Background: an optimization exercise with open tools, aiming at small area. Do not read the settings as production practice.
In this exercise RTL edits were held to simulation tests only and were not proved equivalent to the original.

==> flow/design.v, too long to show whole: its modules and the start of the top module <==
// module FA3: 4 lines
// module HA2: 4 lines
// module FFT16_SEQUENTIAL: 1511 lines
module FFT16_SEQUENTIAL(A, Y, CLK, START, DONE, RESET);
  // ...
==> flow/run.sh <==
#!/bin/bash
# synth_recipe.tcl (not shown) runs the flow's synth.tcl, then flattens the netlist and writes it again
# the make line also repeats each setting of config.mk as NAME=value (left out here)
make -C /OpenROAD-flow-scripts/flow DESIGN_CONFIG=/design/flow/config.mk WORK_HOME=/design/flow/orfs CLKGATE_MAP_FILE= SYNTH_SCRIPT=/design/flow/synth_recipe.tcl finish
==> flow/config.mk <==
export PLATFORM = sky130hd
export DESIGN_NAME = FFT16_SEQUENTIAL
export DESIGN_NICKNAME = FFT16_SEQUENTIAL
export VERILOG_FILES = /design/flow/design.v
export SDC_FILE = /design/flow/constraint.sdc
export NUM_CORES = 4
export LEC_CHECK = 0
export CAP_MARGIN = 0
export CORE_MARGIN = 2
export CORE_UTILIZATION = 40
export CTS_CLUSTER_DIAMETER = 80
export CTS_CLUSTER_SIZE = 30
export GPL_TIMING_DRIVEN = 0
export SLEW_MARGIN = 0
export SYNTH_HIERARCHICAL = 1
==> flow/constraint.sdc <==
create_clock -name core_clock -period 14.0 [get_ports {CLK}]
set_input_delay 2.8000 -clock core_clock [delete_from_list [all_inputs] [get_ports {CLK}]]
set_output_delay 2.8000 -clock core_clock [all_outputs]
set_load 0.01 [all_outputs]
==> impl_metrics.prom, run 1 <==
# TYPE chip_impl_metric gauge
chip_impl_info{name="run_status",value="complete, but fails checks"} 1
chip_impl_info{name="so_faults",value="setup timing"} 1
chip_impl_info{name="min_to",value="T[8][7]$_DFF_P_"} 1
chip_impl_info{name="highest_layer",value="met5"} 1
chip_impl_metric{name="grt_pass1_vias",unit=""} 23300
chip_impl_metric{name="worstPathArrival",unit="ns"} 14.56
chip_impl_metric{name="report.final.setup_viol",unit=""} 8
chip_impl_metric{name="fmax",unit="GHz"} 0.0708
chip_impl_metric{name="grt_max_degree",unit=""} 32
chip_impl_metric{name="floorplan.initialDensity",unit="%"} 40.5
chip_impl_metric{name="clock_tree.htree_level_count",unit=""} 1
chip_impl_info{name="synthDominantAreaCellType",value="fa_1"} 1
chip_impl_info{name="grt-busiest-layer",value="met2"} 1
chip_impl_metric{name="post_synth_xor_area_fraction",unit="%"} 8.68
chip_impl_metric{name="fin_cells",unit=""} 4127
chip_impl_metric{name="layout.non_clock_inverters",unit=""} 267
chip_impl_info{name="largest-register",value="T"} 1
chip_impl_metric{name="cp.depth",unit=""} 54
chip_impl_metric{name="setup_ws",unit="ns"} -0.130
chip_impl_metric{name="clk-insertion-delay-late",unit="ns"} 0.58
chip_impl_info{name="crit_type",value="reg -> reg"} 1
chip_impl_metric{name="vias_per_cell",unit=""} 4.96
chip_impl_info{name="crit_slowest_cell",value="fa_1"} 1
chip_impl_metric{name="flops_and_latches",unit=""} 519
chip_impl_metric{name="clockBufferDepth",unit=""} 3
chip_impl_metric{name="final_cell_area",unit="sq mm"} 0.0386
chip_impl_metric{name="portBuffers",unit=""} 67
chip_impl_metric{name="finalCriticalPeriod",unit="ns"} 14.13
chip_impl_metric{name="drt_drc_violations_left",unit=""} 0
chip_impl_info{name="critical-path-top-delay-family",value="adder cells"} 1
chip_impl_info{name="reg2reg_to",value="T[12][31]$_DFF_P_"} 1
chip_impl_info{name="rsz_0062_raised_after_global_routing",value="true"} 1
==> run 2: changes to the inputs <==
--- a/flow/config.mk
+++ b/flow/config.mk
@@ -10,6 +10,5 @@
 export CORE_UTILIZATION = 40
 export CTS_CLUSTER_DIAMETER = 80
 export CTS_CLUSTER_SIZE = 30
-export GPL_TIMING_DRIVEN = 0
 export SLEW_MARGIN = 0
 export SYNTH_HIERARCHICAL = 1
==> run 2 against run 1 <==
Now clean on timing, DRC and antenna. Cell count fell by 1.1%. Register-to-register slack better by 0.38 ns. Sequential cell count unchanged. Worst setup slack improved by 0.38 ns. Fmax grew 2.8%. Sequential share of layout area increased by 0.088 points. Global-route usage decreased by 2.4 points.
==> impl_metrics.prom, run 2 <==
# TYPE chip_impl_metric gauge
chip_impl_metric{name="grt_max_degree",unit=""} 81
chip_impl_info{name="path_common_cell",value="fa_2"} 1
chip_impl_metric{name="worstPathArrival",unit="ns"} 14.22
chip_impl_metric{name="ys_types",unit=""} 68
chip_impl_metric{name="drt_drc_violations_left",unit=""} 0
chip_impl_metric{name="antenna_violations_before_repair",unit=""} 2
chip_impl_metric{name="dr.first_iter.drc_count",unit=""} 994
chip_impl_metric{name="placedInstanceArea",unit="sq mm"} 0.0372
chip_impl_metric{name="cp.depth",unit=""} 51
chip_impl_info{name="run_status",value="no timing/DRC/antenna violations"} 1
chip_impl_metric{name="fmax",unit="GHz"} 0.0727
chip_impl_metric{name="hpwlAfterDp",unit="um"} 76600
chip_impl_metric{name="final_cell_area",unit="sq mm"} 0.0384
chip_impl_metric{name="asyncSetResetFlopFracSynth",unit="%"} 0
chip_impl_metric{name="area_growth",unit="%"} 11.0
chip_impl_metric{name="wire_length_of_the_first_global_routing_pass",unit="um"} 140000
chip_impl_info{name="reg2reg_to",value="T[9][14]$_DFF_P_"} 1
chip_impl_info{name="timing.critical_path.from",value="STATE[1]$_SDFF_PP0_"} 1
chip_impl_info{name="yosys.cell_count.top_type",value="fa_1"} 1
chip_impl_metric{name="clock_tree.htree_level_count",unit=""} 1
chip_impl_metric{name="dieHeight",unit="um"} 298
chip_impl_metric{name="cts_num_sinks",unit=""} 519
chip_impl_metric{name="grt.overflow.total",unit=""} 0
chip_impl_metric{name="slowest_delay",unit="ns"} 0.55
chip_impl_metric{name="synth_fp_nets",unit=""} 3577
chip_impl_info{name="cts_root_buf",value="clkbuf_16"} 1
chip_impl_info{name="critical-path-top-delay-family",value="adder cells"} 1
chip_impl_metric{name="detailroute.via_count",unit=""} 19800
chip_impl_metric{name="globalRouteTotalUtil",unit="%"} 20.9
chip_impl_metric{name="met1_layer_usage_reported_by_global_route",unit="%"} 27.7
chip_impl_metric{name="wl_per_cell",unit="um"} 22.3
chip_impl_info{name="critical_path.reg2reg.startpoint",value="STATE[1]$_SDFF_PP0_"} 1
chip_impl_info{name="min_from",value="T[13][19]$_DFF_P_"} 1
chip_impl_metric{name="nNetsFinal",unit=""} 3672
chip_impl_metric{name="placeableCoreArea",unit="sq mm"} 0.0854
chip_impl_metric{name="setup_total_negative_slack",unit="ns"} 0
chip_impl_info{name="endpoint_kind",value="flip-flop"} 1
chip_impl_metric{name="fp.dieW",unit="um"} 298
chip_impl_metric{name="use_met3",unit="%"} 1.60
chip_impl_info{name="grt-busiest-layer",value="met2"} 1
chip_impl_metric{name="met2_usage",unit="%"} 37.4
chip_impl_metric{name="number_of_filler_instances_in_the_final_layout",unit=""} 7885
chip_impl_metric{name="vias_per_cell",unit=""} 4.86
chip_impl_metric{name="layout_worst_path_cycle_share",unit="%"} 98.2
chip_impl_metric{name="post_cts_hold_buffer_count",unit=""} 0
chip_impl_metric{name="synth.yosys.seq_area_share",unit="%"} 30.0
chip_impl_metric{name="fin_cells",unit=""} 4081
chip_impl_metric{name="place_inst",unit=""} 4023
chip_impl_metric{name="finalCriticalPeriod",unit="ns"} 13.75
chip_impl_metric{name="portBuffers",unit=""} 67
chip_impl_metric{name="number_of_cells_on_the_worst_reg_to_reg_path",unit=""} 51
chip_impl_metric{name="ios",unit=""} 68
chip_impl_metric{name="placementRows",unit=""} 107
chip_impl_info{name="cp_launch_type",value="flip-flop"} 1
chip_impl_metric{name="yosysWarningCount",unit=""} 8
chip_impl_info{name="hold_class",value="reg -> reg"} 1
chip_impl_info{name="reg_top3",value="T (512), STATE (6), LAST_START (1)"} 1
chip_impl_metric{name="routability_congestion_estimate",unit=""} 0.936
chip_impl_metric{name="fin_util",unit="%"} 45.0
chip_impl_metric{name="crit_fanout",unit=""} 6
chip_impl_metric{name="clockBufferDepth",unit=""} 3
chip_impl_metric{name="synth-edff-count",unit=""} 0
chip_impl_metric{name="grt_pass1_vias",unit=""} 22500
chip_impl_metric{name="path_clk_slew",unit="ns"} 0.11
chip_impl_metric{name="number_of_buffers_added_by_the_clock_tree_synthesis_step",unit=""} 25
chip_impl_metric{name="finClkSkew",unit="ns"} 0.0371
chip_impl_metric{name="timing_worst_slew_pin_value",unit="ns"} 1.08
chip_impl_info{name="most_used_cells_in_the_layout_excluding_fill_and_tap_cells",value="fa_1 (557), dfxtp_1 (515), inv_1 (244)"} 1
chip_impl_metric{name="finalHoldViolCount",unit=""} 0
chip_impl_info{name="cp-endpoint",value="T[9][14]$_DFF_P_"} 1
chip_impl_info{name="synthDominantAreaCellType",value="fa_1"} 1
chip_impl_metric{name="cp_data_required_time",unit="ns"} 14.47
chip_impl_info{name="crit_type",value="reg -> reg"} 1
chip_impl_metric{name="report.final.setup_viol",unit=""} 0
chip_impl_info{name="layout_commonest_cell",value="fa_1"} 1
chip_impl_metric{name="slew-limit-headroom",unit="%"} 27.5
chip_impl_metric{name="floorplan.initialDensity",unit="%"} 40.5
chip_impl_metric{name="maxSlewViolCount",unit=""} 0
chip_impl_info{name="synth-main-ff-cell",value="dfxtp_1"} 1
chip_impl_metric{name="post_synth.cell_area_avg",unit="sq um"} 12.2
chip_impl_metric{name="synthesis.area",unit="sq mm"} 0.0346
chip_impl_metric{name="cp.buffers_inverters",unit=""} 13
chip_impl_info{name="crit_slowest_cell",value="fa_2"} 1
chip_impl_info{name="largest-register",value="T"} 1
chip_impl_metric{name="dieArea",unit="sq mm"} 0.0889
chip_impl_metric{name="syn_inst",unit=""} 2828
chip_impl_info{name="synthTopCellsByArea",value="fa_1 (36%), dfxtp_1 (30%), xnor2_1 (5.4%)"} 1
chip_impl_metric{name="cap_viol_max_count",unit=""} 0
chip_impl_info{name="tritoncts",value="done"} 1
chip_impl_info{name="synth_commonest_cells",value="fa_1 (616), dfxtp_1 (519), inv_1 (264), xnor2_1 (214), nand2_1 (198)"} 1
chip_impl_metric{name="synth-seq-cells",unit=""} 519
chip_impl_metric{name="synth_largest_type_area_fraction",unit="%"} 35.6
chip_impl_metric{name="layout-drive-gt1-share",unit="%"} 14.4
chip_impl_metric{name="antenna_violating_nets_left",unit=""} 0
chip_impl_metric{name="number_of_detailed_route_iterations_in_the_first_pass",unit=""} 5
chip_impl_metric{name="timing.reg2reg.setup_slack",unit="ns"} 0.25
chip_impl_info{name="rsz_0062_raised_after_global_routing",value="true"} 1
chip_impl_metric{name="largest_register_ffs",unit=""} 512
chip_impl_metric{name="clk-insertion-delay-late",unit="ns"} 0.58
chip_impl_metric{name="wirelength",unit="um"} 90900
## run 2: cell counts after synthesis
Identical to the previous run, type by type.
## run 2: area by class of cell
class | count | area (sq um) | share of cell area (%)
Multi-Input combinational cell | 1939 | 23200 | 60.5
Timing Repair Buffer | 171 | 1510 | 3.93
Inverter | 267 | 1000 | 2.62
Tap cell | 1144 | 1430 | 3.73
Clock inverter | 13 | 190 | 0.495
Sequential cell | 519 | 10400 | 27.1
Clock buffer | 27 | 643 | 1.67
Antenna cell | 1 | 2.50 | 0.00651
## run 2: worst register-to-register path, delay by kind of cell, from the launching register on
kind,cells,cell delay (ns)
mux,3,0.59
fa+ha+maj,33,11.48
buf+inv,13,1.00
simple gates,1,0.07
xor+xnor,1,0.14
flops,1,0.37
## run 2: worst min path at each step
| stage | slack, ns | cells after the start | end |
|---|---|---|---|
| floorplan | 0.31 | 0 | T[0][0]$_DFF_P_ |
| global placement | 0.31 | 0 | T[3][25]$_DFF_P_ |
| detailed placement | 0.31 | 0 | T[3][4]$_DFF_P_ |
| CTS | 0.33 | 0 | T[2][19]$_DFF_P_ |
| global route | 0.33 | 0 | T[3][16]$_DFF_P_ |
| finish | 0.32 | 0 | T[2][19]$_DFF_P_ |
## run 2: cell families (layout without fill, tap and decap cells)
group	Yosys count	in the layout	share of synthesized area (%)
other cells	0	1	0
buf+inv	370	478	4.21
compound gates	179	179	3.12
xor+xnor	338	338	8.68
fa+ha+maj	721	721	39.4
flops	519	519	30.0
simple gates	407	407	5.59
mux	294	294	9.01
## run 2: stage by stage
step | hold WS (ns) | setup slack (ns)
after floorplan | 0.310 | 0.00866
after CTS | 0.326 | -0.139
after global placement | 0.310 | -0.180
after detailed placement | 0.312 | -0.446
final | 0.321 | 0.252
after global routing | 0.331 | -0.153
## run 2: per-layer routing
metal / vias to the layer above / share of wire, % / wire, um
met5: - / 0 / 0
met4: 0 / 2.2 / 2030
met3: 95 / 2.9 / 2670
met2: 345 / 51 / 46400
met1: 10400 / 44 / 39800
li1: 9029 / - / -
## run 2: timing repair
action                                  in CTS  in global routing
endpoints found under the setup margin      10                 14
gates resized for setup                     25                 35
hold endpoints to repair                     0                  0
pin swaps                                   62                 44
buffers inserted                             9                  8
## run 2: per-module statistics from Yosys, one instance, submodules excluded
| module | times used | cells |
|---|---|---|
| FFT16_SEQUENTIAL | 1 | 2346 |
| FA3 | 450 | 1 |
| HA2 | 32 | 1 |
==> run 3: changes to the inputs <==
--- a/flow/config.mk
+++ b/flow/config.mk
@@ -5,10 +5,10 @@
 export SDC_FILE = /design/flow/constraint.sdc
 export NUM_CORES = 4
 export LEC_CHECK = 0
-export CAP_MARGIN = 0
+export CAP_MARGIN = 20
 export CORE_MARGIN = 2
 export CORE_UTILIZATION = 40
 export CTS_CLUSTER_DIAMETER = 80
 export CTS_CLUSTER_SIZE = 30
-export SLEW_MARGIN = 0
+export SLEW_MARGIN = 20
 export SYNTH_HIERARCHICAL = 1
==> run 3 against run 2 <==
Sequential cell count did not move. Routed wire length did not move. Critical path depth did not move. Register-to-register slack barely moved. Clock-buffer cell count did not move. Worst setup slack did not move. Critical path type unchanged.
==> impl_metrics.prom, run 3 <==
# TYPE chip_impl_metric gauge
chip_impl_metric{name="clk-insertion-delay-late",unit="ns"} 0.58
chip_impl_info{name="reg2reg_to",value="T[9][14]$_DFF_P_"} 1
chip_impl_info{name="synthTopCellsByArea",value="fa_1 (36%), dfxtp_1 (30%), xnor2_1 (5.4%)"} 1
chip_impl_info{name="reg_top3",value="T (512), STATE (6), LAST_START (1)"} 1
chip_impl_metric{name="syn_inst",unit=""} 2828
chip_impl_metric{name="slowest_delay",unit="ns"} 0.55
chip_impl_metric{name="dieHeight",unit="um"} 298
chip_impl_metric{name="yosysWarningCount",unit=""} 8
chip_impl_metric{name="crit_fanout",unit=""} 6
chip_impl_info{name="min_to",value="T[2][19]$_DFF_P_"} 1
chip_impl_metric{name="number_of_cells_on_the_worst_reg_to_reg_path",unit=""} 51
chip_impl_metric{name="timing.reg2reg.setup_slack",unit="ns"} 0.25
chip_impl_metric{name="grt_pass1_vias",unit=""} 22500
chip_impl_metric{name="wirelength",unit="um"} 90900
chip_impl_info{name="crit_slowest_cell",value="fa_2"} 1
chip_impl_metric{name="timing_worst_slew_pin_value",unit="ns"} 1.08
chip_impl_info{name="crit_type",value="reg -> reg"} 1
chip_impl_metric{name="synth-edff-count",unit=""} 0
chip_impl_metric{name="synthesis.area",unit="sq mm"} 0.0346
chip_impl_metric{name="clockBufferDepth",unit=""} 3
chip_impl_info{name="cp_launch_type",value="flip-flop"} 1
chip_impl_info{name="grt-busiest-layer",value="met2"} 1
chip_impl_metric{name="routability_congestion_estimate",unit=""} 0.936
chip_impl_metric{name="placeableCoreArea",unit="sq mm"} 0.0854
chip_impl_metric{name="met1_layer_usage_reported_by_global_route",unit="%"} 27.7
chip_impl_metric{name="layout-drive-gt1-share",unit="%"} 14.4
chip_impl_info{name="min_from",value="T[13][19]$_DFF_P_"} 1
chip_impl_metric{name="portBuffers",unit=""} 67
chip_impl_metric{name="post_synth.cell_area_avg",unit="sq um"} 12.2
chip_impl_metric{name="fp.dieW",unit="um"} 298
chip_impl_metric{name="grt_max_degree",unit=""} 81
chip_impl_info{name="synth-main-ff-cell",value="dfxtp_1"} 1
chip_impl_metric{name="fin_hold_ws",unit="ns"} 0.321
chip_impl_metric{name="cap_viol_max_count",unit=""} 0
chip_impl_metric{name="detailroute.via_count",unit=""} 19800
chip_impl_metric{name="synth_fp_nets",unit=""} 3577
chip_impl_metric{name="finalCriticalPeriod",unit="ns"} 13.75
chip_impl_metric{name="clock_tree.htree_level_count",unit=""} 1
chip_impl_info{name="rsz_0062_raised_after_global_routing",value="true"} 1
chip_impl_metric{name="globalRouteTotalUtil",unit="%"} 20.9
chip_impl_metric{name="fmax",unit="GHz"} 0.0727
chip_impl_metric{name="largest_register_ffs",unit=""} 512
chip_impl_metric{name="dieArea",unit="sq mm"} 0.0889
chip_impl_info{name="critical_path.reg2reg.startpoint",value="STATE[1]$_SDFF_PP0_"} 1
chip_impl_metric{name="final_cell_area",unit="sq mm"} 0.0384
chip_impl_info{name="synth_commonest_cells",value="fa_1 (616), dfxtp_1 (519), inv_1 (264), xnor2_1 (214), nand2_1 (198)"} 1
chip_impl_info{name="synthDominantAreaCellType",value="fa_1"} 1
chip_impl_info{name="critical-path-top-delay-family",value="adder cells"} 1
chip_impl_metric{name="path_clk_slew",unit="ns"} 0.11
chip_impl_metric{name="antenna_violating_nets_left",unit=""} 0
chip_impl_info{name="hold_class",value="reg -> reg"} 1
chip_impl_metric{name="synth_largest_type_area_fraction",unit="%"} 35.6
chip_impl_info{name="timing.critical_path.from",value="STATE[1]$_SDFF_PP0_"} 1
chip_impl_metric{name="synth.yosys.seq_area_share",unit="%"} 30.0
chip_impl_info{name="tritoncts",value="done"} 1
chip_impl_metric{name="number_of_buffers_added_by_the_clock_tree_synthesis_step",unit=""} 25
chip_impl_metric{name="placementRows",unit=""} 107
chip_impl_metric{name="number_of_detailed_route_iterations_in_the_first_pass",unit=""} 5
chip_impl_metric{name="asyncSetResetFlopFracSynth",unit="%"} 0
chip_impl_metric{name="wl_per_cell",unit="um"} 22.3
chip_impl_metric{name="report.final.setup_viol",unit=""} 0
chip_impl_info{name="run_status",value="no timing/DRC/antenna violations"} 1
chip_impl_metric{name="synth-seq-cells",unit=""} 519
chip_impl_info{name="yosys.cell_count.top_type",value="fa_1"} 1
chip_impl_metric{name="cp_data_required_time",unit="ns"} 14.47
chip_impl_metric{name="grt.overflow.total",unit=""} 0
chip_impl_metric{name="worstPathArrival",unit="ns"} 14.22
chip_impl_metric{name="dr.first_iter.drc_count",unit=""} 994
chip_impl_info{name="endpoint_kind",value="flip-flop"} 1
chip_impl_metric{name="antenna_violations_before_repair",unit=""} 2
chip_impl_metric{name="area_growth",unit="%"} 11.0
chip_impl_metric{name="hpwlAfterDp",unit="um"} 76600
chip_impl_info{name="cts_root_buf",value="clkbuf_16"} 1
chip_impl_metric{name="cp.buffers_inverters",unit=""} 13
chip_impl_metric{name="nNetsFinal",unit=""} 3672
chip_impl_metric{name="hold_path_depth",unit=""} 0
chip_impl_metric{name="layout_worst_path_cycle_share",unit="%"} 98.2
chip_impl_info{name="path_common_cell",value="fa_2"} 1
chip_impl_metric{name="placedInstanceArea",unit="sq mm"} 0.0372
chip_impl_metric{name="wire_length_of_the_first_global_routing_pass",unit="um"} 140000
chip_impl_metric{name="vias_per_cell",unit=""} 4.86
chip_impl_metric{name="ys_types",unit=""} 68
chip_impl_info{name="largest-register",value="T"} 1
chip_impl_info{name="layout_commonest_cell",value="fa_1"} 1
chip_impl_metric{name="met2_usage",unit="%"} 37.4
chip_impl_metric{name="finalHoldViolCount",unit=""} 0
chip_impl_metric{name="use_met3",unit="%"} 1.60
chip_impl_metric{name="floorplan.initialDensity",unit="%"} 40.5
chip_impl_metric{name="finClkSkew",unit="ns"} 0.0371
chip_impl_metric{name="drt_drc_violations_left",unit=""} 0
chip_impl_metric{name="ios",unit=""} 68
chip_impl_info{name="most_used_cells_in_the_layout_excluding_fill_and_tap_cells",value="fa_1 (557), dfxtp_1 (515), inv_1 (244)"} 1
chip_impl_metric{name="cts_num_sinks",unit=""} 519
chip_impl_metric{name="slew-limit-headroom",unit="%"} 27.5
chip_impl_metric{name="maxSlewViolCount",unit=""} 0
[run 3: cell counts after synthesis]
Identical to the previous run, type by type.
[run 3: worst max path at each step]
stage	slack (ns)	endpoint	depth (start not counted)
global route	-0.15	T[12][30]$_DFF_P_	53
global placement	-0.18	T[9][30]$_DFF_P_	49
floorplan	0.009	T[9][14]$_DFF_P_	51
CTS	-0.14	T[12][30]$_DFF_P_	50
finish	0.25	T[9][14]$_DFF_P_	51
detailed placement	-0.45	T[12][31]$_DFF_P_	50
[run 3: cells by family (layout without fill, tap and decap cells)]
family / Yosys count / in the layout / share of synthesized area [%]
compound gates: 179 / 179 / 3.12
xor+xnor: 338 / 338 / 8.68
fa+ha+maj: 721 / 721 / 39.4
buf+inv: 370 / 478 / 4.21
flops: 519 / 519 / 30.0
mux: 294 / 294 / 9.01
other cells: 0 / 1 / 0
simple gates: 407 / 407 / 5.59
[run 3: worst reg2reg max path: cells and delay by family (launching register included)]
kind | cells | cell delay, ns
adder cells (fa/ha/maj) | 33 | 11.48
buffers and inverters | 13 | 1.00
multiplexers | 3 | 0.59
flip-flops | 1 | 0.37
XOR/XNOR | 1 | 0.14
AND/OR/NAND/NOR | 1 | 0.07
[run 3: layout make-up]
type / count / area [sq um]
Fill cell: 7885 / 47000
Multi-Input combinational cell: 1939 / 23200
Sequential cell: 519 / 10400
Timing Repair Buffer: 171 / 1510
Tap cell: 1144 / 1430
Inverter: 267 / 1000
Clock buffer: 27 / 643
Clock inverter: 13 / 190
Antenna cell: 1 / 2.50
[run 3: Yosys stat by module (local to each module, per instance)]
module            flops+latches  area, sq um
FFT16_SEQUENTIAL            519        25200
FA3                           0         20.0
HA2                           0         12.5
[run 3: timing repair]
action                                 CTS  global route
resized for setup                       25            35
cloned                                   0             0
setup endpoints to repair               10            14
hold buffers                             0             0
endpoints found under the hold margin    0             0
pin swaps                               62            44
buffers inserted                         9             8
[run 3: through the flow]
stage	utilization [%]	setup TNS [ns]	setup WS [ns]	std cells
3_3_place_gp	43.6	-1.36	-0.180	4023
4_1_cts	44.8	-0.398	-0.139	4072
3_5_place_dp	43.6	-3.35	-0.446	4023
5_1_grt	45.0	-0.743	-0.153	4080
6_report	45.0	0	0.252	4081
2_1_floorplan	-	0	0.00866	2828
[run 3: routing by layer]
metal	part of all wire, %	vias to the layer above
met5	0	-
met4	2.2	0
met3	2.9	95
met2	51	345
met1	44	10400
li1	-	9029
==> run 4: changes to the inputs <==
--- a/flow/config.mk
+++ b/flow/config.mk
@@ -9,6 +9,6 @@
 export CORE_MARGIN = 2
 export CORE_UTILIZATION = 40
 export CTS_CLUSTER_DIAMETER = 80
-export CTS_CLUSTER_SIZE = 30
+export CTS_CLUSTER_SIZE = 34
 export SLEW_MARGIN = 20
 export SYNTH_HIERARCHICAL = 1
==> run 4 against run 3 <==
Global-route usage about the same. Utilization up 0.059 points. Via count up 0.12%. Worst hold slack worse by 0.0032 ns. Clock skew up 0.00089 ns. Area after synthesis unchanged. Sequential share of layout area about the same. Still clean on timing, DRC and antenna.
==> impl_metrics.prom, run 4 <==
# TYPE chip_impl_metric gauge
chip_impl_metric{name="drt_drc_violations_left",unit=""} 0
chip_impl_metric{name="worstPathArrival",unit="ns"} 14.36
chip_impl_metric{name="fmax",unit="GHz"} 0.0721
chip_impl_metric{name="slew-limit-headroom",unit="%"} 29.4
chip_impl_info{name="largest-register",value="T"} 1
chip_impl_metric{name="fin_hold_ws",unit="ns"} 0.317
chip_impl_info{name="cts_root_buf",value="clkbuf_16"} 1
chip_impl_metric{name="wire_length_of_the_first_global_routing_pass",unit="um"} 140000
chip_impl_metric{name="clk-insertion-delay-late",unit="ns"} 0.59
chip_impl_info{name="path_common_cell",value="fa_2"} 1
chip_impl_metric{name="placedInstanceArea",unit="sq mm"} 0.0372
chip_impl_metric{name="layout_worst_path_cycle_share",unit="%"} 99.1
chip_impl_metric{name="cp_data_required_time",unit="ns"} 14.49
chip_impl_metric{name="finalCriticalPeriod",unit="ns"} 13.87
chip_impl_info{name="endpoint_kind",value="flip-flop"} 1
chip_impl_metric{name="asyncSetResetFlopFracSynth",unit="%"} 0
chip_impl_metric{name="clockBufferDepth",unit=""} 3
chip_impl_metric{name="area_growth",unit="%"} 11.1
chip_impl_metric{name="synth-seq-cells",unit=""} 519
chip_impl_metric{name="setup_total_negative_slack",unit="ns"} 0
chip_impl_metric{name="antenna_violations_before_repair",unit=""} 2
chip_impl_info{name="crit_slowest_cell",value="fa_2"} 1
chip_impl_metric{name="detailroute.via_count",unit=""} 19900
chip_impl_metric{name="final_cell_area",unit="sq mm"} 0.0385
chip_impl_info{name="synth-main-ff-cell",value="dfxtp_1"} 1
chip_impl_metric{name="slowest_delay",unit="ns"} 0.57
chip_impl_metric{name="number_of_buffers_added_by_the_clock_tree_synthesis_step",unit=""} 24
chip_impl_info{name="reg_top3",value="T (512), STATE (6), LAST_START (1)"} 1
chip_impl_metric{name="post_synth.cell_area_avg",unit="sq um"} 12.2
chip_impl_metric{name="syn_inst",unit=""} 2828
chip_impl_metric{name="cts_num_sinks",unit=""} 519
chip_impl_metric{name="vias_per_cell",unit=""} 4.86
chip_impl_metric{name="maxSlewViolCount",unit=""} 0
chip_impl_metric{name="grt.overflow.total",unit=""} 0
chip_impl_metric{name="floorplan.initialDensity",unit="%"} 40.5
chip_impl_metric{name="portBuffers",unit=""} 67
chip_impl_info{name="most_used_cells_in_the_layout_excluding_fill_and_tap_cells",value="fa_1 (558), dfxtp_1 (515), inv_1 (249)"} 1
chip_impl_metric{name="grt_max_degree",unit=""} 81
chip_impl_metric{name="routability_congestion_estimate",unit=""} 0.936
chip_impl_metric{name="nNetsFinal",unit=""} 3675
chip_impl_metric{name="synthesis.area",unit="sq mm"} 0.0346
chip_impl_info{name="run_status",value="no timing/DRC/antenna violations"} 1
chip_impl_metric{name="crit_fanout",unit=""} 6
chip_impl_info{name="synthTopCellsByArea",value="fa_1 (36%), dfxtp_1 (30%), xnor2_1 (5.4%)"} 1
chip_impl_info{name="yosys.cell_count.top_type",value="fa_1"} 1
chip_impl_metric{name="globalRouteTotalUtil",unit="%"} 20.9
chip_impl_metric{name="dieHeight",unit="um"} 298
chip_impl_info{name="hold_class",value="reg -> reg"} 1
chip_impl_metric{name="hpwlAfterDp",unit="um"} 76600
chip_impl_metric{name="synth_fp_nets",unit=""} 3577
chip_impl_metric{name="placementRows",unit=""} 107
chip_impl_metric{name="number_of_detailed_route_iterations_in_the_first_pass",unit=""} 5
chip_impl_metric{name="finClkSkew",unit="ns"} 0.0380
chip_impl_metric{name="timing_worst_slew_pin_value",unit="ns"} 1.06
chip_impl_info{name="synthDominantAreaCellType",value="fa_1"} 1
chip_impl_metric{name="yosysWarningCount",unit=""} 8
chip_impl_metric{name="dieArea",unit="sq mm"} 0.0889
chip_impl_info{name="tritoncts",value="done"} 1
chip_impl_metric{name="synth-edff-count",unit=""} 0
chip_impl_metric{name="grt_pass1_vias",unit=""} 22500
chip_impl_metric{name="dr.first_iter.drc_count",unit=""} 942
chip_impl_info{name="synth_commonest_cells",value="fa_1 (616), dfxtp_1 (519), inv_1 (264), xnor2_1 (214), nand2_1 (198)"} 1
chip_impl_metric{name="cap_viol_max_count",unit=""} 0
chip_impl_metric{name="placeableCoreArea",unit="sq mm"} 0.0854
chip_impl_metric{name="report.final.setup_viol",unit=""} 0
chip_impl_metric{name="synth.yosys.seq_area_share",unit="%"} 30.0
chip_impl_metric{name="fp.dieW",unit="um"} 298
chip_impl_info{name="crit_type",value="reg -> reg"} 1
chip_impl_metric{name="largest_register_ffs",unit=""} 512
chip_impl_info{name="layout_commonest_cell",value="fa_1"} 1
chip_impl_metric{name="ys_types",unit=""} 68
chip_impl_metric{name="synth_largest_type_area_fraction",unit="%"} 35.6
chip_impl_info{name="rsz_0062_raised_after_global_routing",value="true"} 1
chip_impl_metric{name="finalHoldViolCount",unit=""} 0
chip_impl_metric{name="antenna_violating_nets_left",unit=""} 0
chip_impl_metric{name="fin_util",unit="%"} 45.0
chip_impl_metric{name="clock_tree.htree_level_count",unit=""} 1
chip_impl_metric{name="path_clk_slew",unit="ns"} 0.12
chip_impl_metric{name="ios",unit=""} 68
chip_impl_info{name="cp_launch_type",value="flip-flop"} 1
chip_impl_metric{name="wirelength",unit="um"} 91100
chip_impl_metric{name="layout-drive-gt1-share",unit="%"} 14.3
chip_impl_metric{name="wl_per_cell",unit="um"} 22.3
-- run 4: cell counts after synthesis --
Identical to the previous run, type by type.
-- run 4: final timing paths --
| path | from | to | slack, ns | cells after the start |
|---|---|---|---|---|
| worst max-delay path | STATE[4]$_SDFF_PP0_ | T[9][14]$_DFF_P_ | 0.13 | 50 |
| worst min-delay path | T[14][16]$_DFF_P_ | T[3][16]$_DFF_P_ | 0.32 | 0 |
| worst max register to register | STATE[4]$_SDFF_PP0_ | T[9][14]$_DFF_P_ | 0.13 | 50 |
| worst min register to register | T[14][16]$_DFF_P_ | T[3][16]$_DFF_P_ | 0.32 | 0 |
-- run 4: per-module statistics from Yosys, one instance, submodules excluded --
| module | flip-flops and latches | cells inside | cell area [sq um] |
|---|---|---|---|
| FFT16_SEQUENTIAL | 519 | 2346 | 25200 |
| FA3 | 0 | 1 | 20.0 |
| HA2 | 0 | 1 | 12.5 |
-- run 4: layout make-up --
type | count | area, sq um
antenna | 2 | 5.00
clock buffer | 27 | 643
clock inverter | 12 | 216
fill | 7873 | 46900
inverter | 267 | 1000
multi-input combinational | 1939 | 23200
sequential | 519 | 10400
tap | 1144 | 1430
timing repair buffer | 175 | 1540
-- run 4: worst max-delay path: cells and delay by family, from the launching register on --
family	cells	cell delay, ns
xor+xnor	1	0.11
mux	2	0.52
compound gates	1	0.08
flops	1	0.33
buf+inv	11	0.76
fa+ha+maj	31	11.02
simple gates	4	0.89
-- run 4: metrics by stage --
stage          setup slack [ns]  std cells
2_1_floorplan           0.00866       2828
3_3_place_gp             -0.180       4023
3_5_place_dp             -0.446       4023
4_1_cts                  -0.200       4073
5_1_grt                  -0.161       4083
6_report                  0.132       4085
-- run 4: kinds of logic after synthesis --
logic type | synth area share [%]
multiplexers | 9.01
AO/OA/AOI/OAI | 3.12
buffers and inverters | 4.21
XOR/XNOR | 8.68
flip-flops | 30.0
adder cells (fa/ha/maj) | 39.4
AND/OR/NAND/NOR | 5.59
-- run 4: per-layer routing --
metal / wire [um] / GRT usage (%) / share of wire (%)
met5: 0 / 0 / 0
met4: 1770 / 4.26 / 1.9
met3: 2400 / 1.52 / 2.6
met2: 46800 / 37.5 / 51
met1: 40200 / 27.8 / 44
-- run 4: repair_timing --
action / CTS / global route
gates resized for setup: 22 / 36
endpoints found under the hold margin: 0 / 0
hold buffers: 0 / 0
pin swaps: 54 / 63
endpoints found under the setup margin: 10 / 14
buffers inserted: 11 / 11

==> what the ideal ports hide <==
The flow's constraints put no driver on any port. The routed layouts listed below were extracted and timed again, unchanged, in two steps.
Step 1, drivers: a clkbuf_16 drives CLK and a buf_2 each remaining input, both assumed.
Step 2 also shifts input and output timing later by t, the mid clock arrival at the registers, as if the neighbouring blocks saw the same clock.
Slacks: ideal / step 1 / step 2; pairs: ideal / step 1.
run	t (ns)	setup slack, ns	hold WS [ns]	worst slew at a driven data input, ns	cell pins on the clock port's net
run 1	0.631	-0.130 / -0.130 / -0.130	0.326 / 0.326 / 0.326	0.05	1
run 2	0.631	0.252 / 0.252 / 0.252	0.321 / 0.321 / 0.321	0.04	1
run 3	0.631	0.252 / 0.252 / 0.252	0.321 / 0.321 / 0.321	0.04	1
run 4	0.635	0.132 / 0.132 / 0.132	0.317 / 0.317 / 0.317	0.04	1
